From an optimization exercise on the open Yosys and OpenROAD flow, aimed at small area; shortcuts taken in it are not production practice. In this exercise RTL edits were held to simulation tests only and were not proved equivalent to the original. Power and IR drop assume default switching activity.

==> flow/design.v <==
module game (
    input CLK,
    input RST,
    output LED_R0,
    output LED_R1,
    output LED_R2,
    output LED_R3,
    output LED_R4,
    output LED_R5,
    output LED_R6,
    output LED_R7,
    output LED_C0,
    output LED_C1,
    output LED_C2,
    output LED_C3,
    input BTN_1,
    input BTN_2,
    input BTN_RST
    );
    reg        RUN, VIS;
    reg [2:0]  BASKET;       
    reg [3:0]  SH1, SH2, SHR;    
    reg        IN1, IN2, INR;    
    wire running = RUN & VIS;
    wire blank   = RUN & ~VIS;
    reg [2:0]  UP;
    reg [9:0]  LOW;
    wire low0    = (LOW[8:0] == 9'd0);
    wire low_end = low0 & LOW[9];
    wire tick    = low0 & ~LOW[9] & (UP == 3'd0);
    wire [1:0] row = UP[1:0];
    reg [5:0]  NUM;          
    reg [1:0]  EROW;         
    localparam [63:0] XTAB0 = 64'h1db3de7f6f656919;
    localparam [63:0] XTAB1 = 64'h936a3140d8d7dd95;
    localparam [63:0] XTAB2 = 64'h5adf29e0b4bc335f;
    wire [2:0] EGG_X = {XTAB2[NUM], XTAB1[NUM], XTAB0[NUM]};
    wire press1 = SH1[3] & ~SH1[2];      
    wire press2 = SH2[3] & ~SH2[2];      
    wire start  = SHR[3] & ~SHR[2] & ~RUN;
    wire caught = |((8'd1 << EGG_X) & (8'd3 << BASKET));
    wire lost   = running & tick & (EROW == 2'd3) & ~caught;
    always @(posedge CLK) begin
        IN1 <= BTN_1;
        IN2 <= BTN_2;
        INR <= BTN_RST;
        if (RST) begin
            RUN <= 1'b1;
            VIS <= 1'b0;
            UP <= 3'd7;
            LOW <= 10'h200;
            SH1[2:0] <= 3'h7;
            SH2[2:0] <= 3'h7;
            SHR[2:0] <= 3'h7;
        end else begin
            LOW <= {LOW[8:0], LOW[9] ^ LOW[6] ^ low0};
            UP <= UP + {2'd0, low_end};
            RUN <= (running & ~lost) | start;
            VIS <= running | start;
            if (running) begin
                SH1 <= {SH1[2:0], IN1};
                SH2 <= {SH2[2:0], IN2};
            end
            if (~RUN)
                SHR <= {SHR[2:0], INR};
        end
        if (start) begin
            BASKET <= 3'd3;
            NUM <= 6'd0;
            EROW <= 2'd0;
        end else if (running) begin
            if (press2 & (BASKET != 3'd6))
                BASKET <= BASKET + 3'd1;
            else if (press1 & (BASKET != 3'd0))
                BASKET <= BASKET - 3'd1;
            if (tick) begin
                EROW <= EROW + 2'd1;
                if (EROW == 2'd3)
                    NUM <= NUM + 6'd1;
            end
        end
    end
    wire       egg_on  = running & (EROW != 2'd0) & (row == EROW - 2'd1);
    wire       bask_on = VIS & (row == 2'd3);
    wire [7:0] egg_row  = 8'd1 << EGG_X;
    wire [7:0] bask_row = 8'd3 << BASKET;
    wire [7:0] LED_R = ~(({8{egg_on}} & egg_row) | ({8{bask_on}} & bask_row));
    wire [3:0] LED_C = blank ? 4'hF : ~(4'd1 << row);
    assign {LED_R7, LED_R6, LED_R5, LED_R4, LED_R3, LED_R2, LED_R1, LED_R0} = LED_R;
    assign {LED_C0, LED_C1, LED_C2, LED_C3} = LED_C;
endmodule
Settings: LEC_CHECK=0, CAP_MARGIN=20, CORE_MARGIN=2, CORE_UTILIZATION=40, SLEW_MARGIN=20; clock period 10.0 ns.
standard.sh (not shown) runs the stock make flow with config.mk's settings and CLKGATE_MAP_FILE= SYNTH_SCRIPT=/design/flow/synth_recipe.tcl, a recipe that flattens the netlist after the stock synthesis.
==> flow/flow/run.sh <==
#!/bin/bash
# Standard ORFS layout, except that:
#  - the combinational logic of the standard synthesis netlist is re-mapped by
#    ABC for area (several scripts, the smallest result is kept); registers are
#    left as the standard synthesis made them;
#  - ports are buffered with the smallest buffer;
#  - clock tree synthesis uses no dummy loads.
set -euo pipefail
W=$PWD
R=$W/orfs/results/$FLOW_PLATFORM/game/base
LIB=$FLOW_HOME/platforms/$FLOW_PLATFORM/lib/sky130_fd_sc_hd__tt_025C_1v80.lib

# 1. standard synthesis (netlist only)
bash standard.sh $R/1_2_yosys.v > $W/1_standard_synth.log 2>&1
cp $R/1_2_yosys.v $W/standard_1_2_yosys.v

# 2. area re-mapping of the combinational logic; same don't-use cells as ORFS
DONT_USE=$(grep -o -- '-dont_use [A-Za-z0-9_]*' $W/orfs/logs/$FLOW_PLATFORM/game/base/1_2_yosys.log | sort -u | tr '\n' ' ')
best=""; best_area=""
for s in $W/flow/abc*.abc; do
  n=$(basename $s .abc)
  REOPT_LIB=$LIB REOPT_IN=$W/standard_1_2_yosys.v REOPT_OUT=$W/reopt_$n.v \
  REOPT_SCRIPT=$s REOPT_DONT_USE="$DONT_USE" FLOW_TOP=$FLOW_TOP \
    yosys -c $W/flow/reopt.tcl > $W/2_reopt_$n.log 2>&1 || continue
  a=$(grep "Chip area" $W/2_reopt_$n.log | tail -1 | awk '{print $NF}')
  echo "$n $a" >> $W/2_reopt_areas.txt
  if [[ -z "$best" ]] || awk "BEGIN{exit !($a < $best_area)}"; then best=$n; best_area=$a; fi
done
echo "best $best $best_area" >> $W/2_reopt_areas.txt
cp $W/reopt_$best.v $R/1_2_yosys.v

# 3. the rest of the standard flow
export BUFFER_PORTS_ARGS="-buffer_cell sky130_fd_sc_hd__buf_1"
export CTS_ARGS="-sink_clustering_enable -repair_clock_nets -dont_use_dummy_load"
bash standard.sh > $W/3_standard_layout.log 2>&1
Other scripts of this flow, unchanged in this note and not shown: flow/flow/abc01.abc, flow/flow/abc02.abc, flow/flow/abc03.abc, flow/flow/abc04.abc, flow/flow/abc05.abc, flow/flow/abc06.abc, flow/flow/abc07.abc, flow/flow/abc08.abc, flow/flow/abc09.abc, flow/flow/abc10.abc, flow/flow/abc11.abc, flow/flow/abc12.abc, flow/flow/abc13.abc, flow/flow/abc14.abc, flow/flow/abc15.abc, flow/flow/abc16.abc, flow/flow/abc17.abc, flow/flow/abc18.abc, flow/flow/abc19.abc, flow/flow/abc20.abc, flow/flow/abc21.abc, flow/flow/abc22.abc, flow/flow/abc23.abc, flow/flow/abc24.abc, flow/flow/reopt.tcl
Change:
--- a/flow/design.v
+++ b/flow/design.v
@@ -81,11 +81,12 @@
         end
     end
     wire       egg_on  = running & (EROW != 2'd0) & (row == EROW - 2'd1);
     wire       bask_on = VIS & (row == 2'd3);
-    wire [7:0] egg_row  = 8'd1 << EGG_X;
-    wire [7:0] bask_row = 8'd3 << BASKET;
-    wire [7:0] LED_R = ~(({8{egg_on}} & egg_row) | ({8{bask_on}} & bask_row));
+    wire       show     = egg_on | bask_on;
+    wire [2:0] pos      = bask_on ? BASKET : EGG_X;
+    wire [7:0] pos_row  = 8'd1 << pos;
+    wire [7:0] LED_R = ~({8{show}} & (pos_row | ({8{bask_on}} & {pos_row[6:0], 1'b0})));
     wire [3:0] LED_C = blank ? 4'hF : ~(4'd1 << row);
     assign {LED_R7, LED_R6, LED_R5, LED_R4, LED_R3, LED_R2, LED_R1, LED_R0} = LED_R;
     assign {LED_C0, LED_C1, LED_C2, LED_C3} = LED_C;
 endmodule
Outcome:
- The new run ran to the end with no violations
- worst setup slack degrades by 240 ps
- via count is lower by 3.6%
- die area is lower by 1.1%
- total power is higher by 3.1%
- cell area is lower by 1.0%
- utilization is lower by 0.48 points
- area after synthesis is lower by 1.1%

## port drivers added, routing unchanged
Ports are ideal in the flow. The routed layouts listed here were re-timed in OpenROAD. Step 1 (the two cells are an assumption about what drives the block):
set clk [get_ports {CLK}]
set_driving_cell -lib_cell sky130_fd_sc_hd__clkbuf_16 $clk
set_driving_cell -lib_cell sky130_fd_sc_hd__buf_2 [delete_from_list [all_inputs] $clk]
Step 2 times the ports against the registers' clock, not the clock port: input delays grow and output delays shrink by t, the midpoint of the rising clock arrivals with the driver on. a / b / c = ideal ports / drivers / drivers and shift; a / b = the first two.
| run | shift t [ns] | slack for setup (ns) | hold WS [ns] | latest minus earliest clock arrival (ns) | slew at the worst register clock pin (ns) |
|---|---|---|---|---|---|
| the first run | 0.309 | 5.103 / 5.078 / 5.387 | 0.434 / 0.434 / 0.434 | 0.020 / 0.020 | 0.08 / 0.08 |
| the second run | 0.309 | 4.859 / 4.834 / 5.143 | 0.423 / 0.423 / 0.423 | 0.014 / 0.014 | 0.08 / 0.08 |
After both steps setup and hold are still met in every run listed.
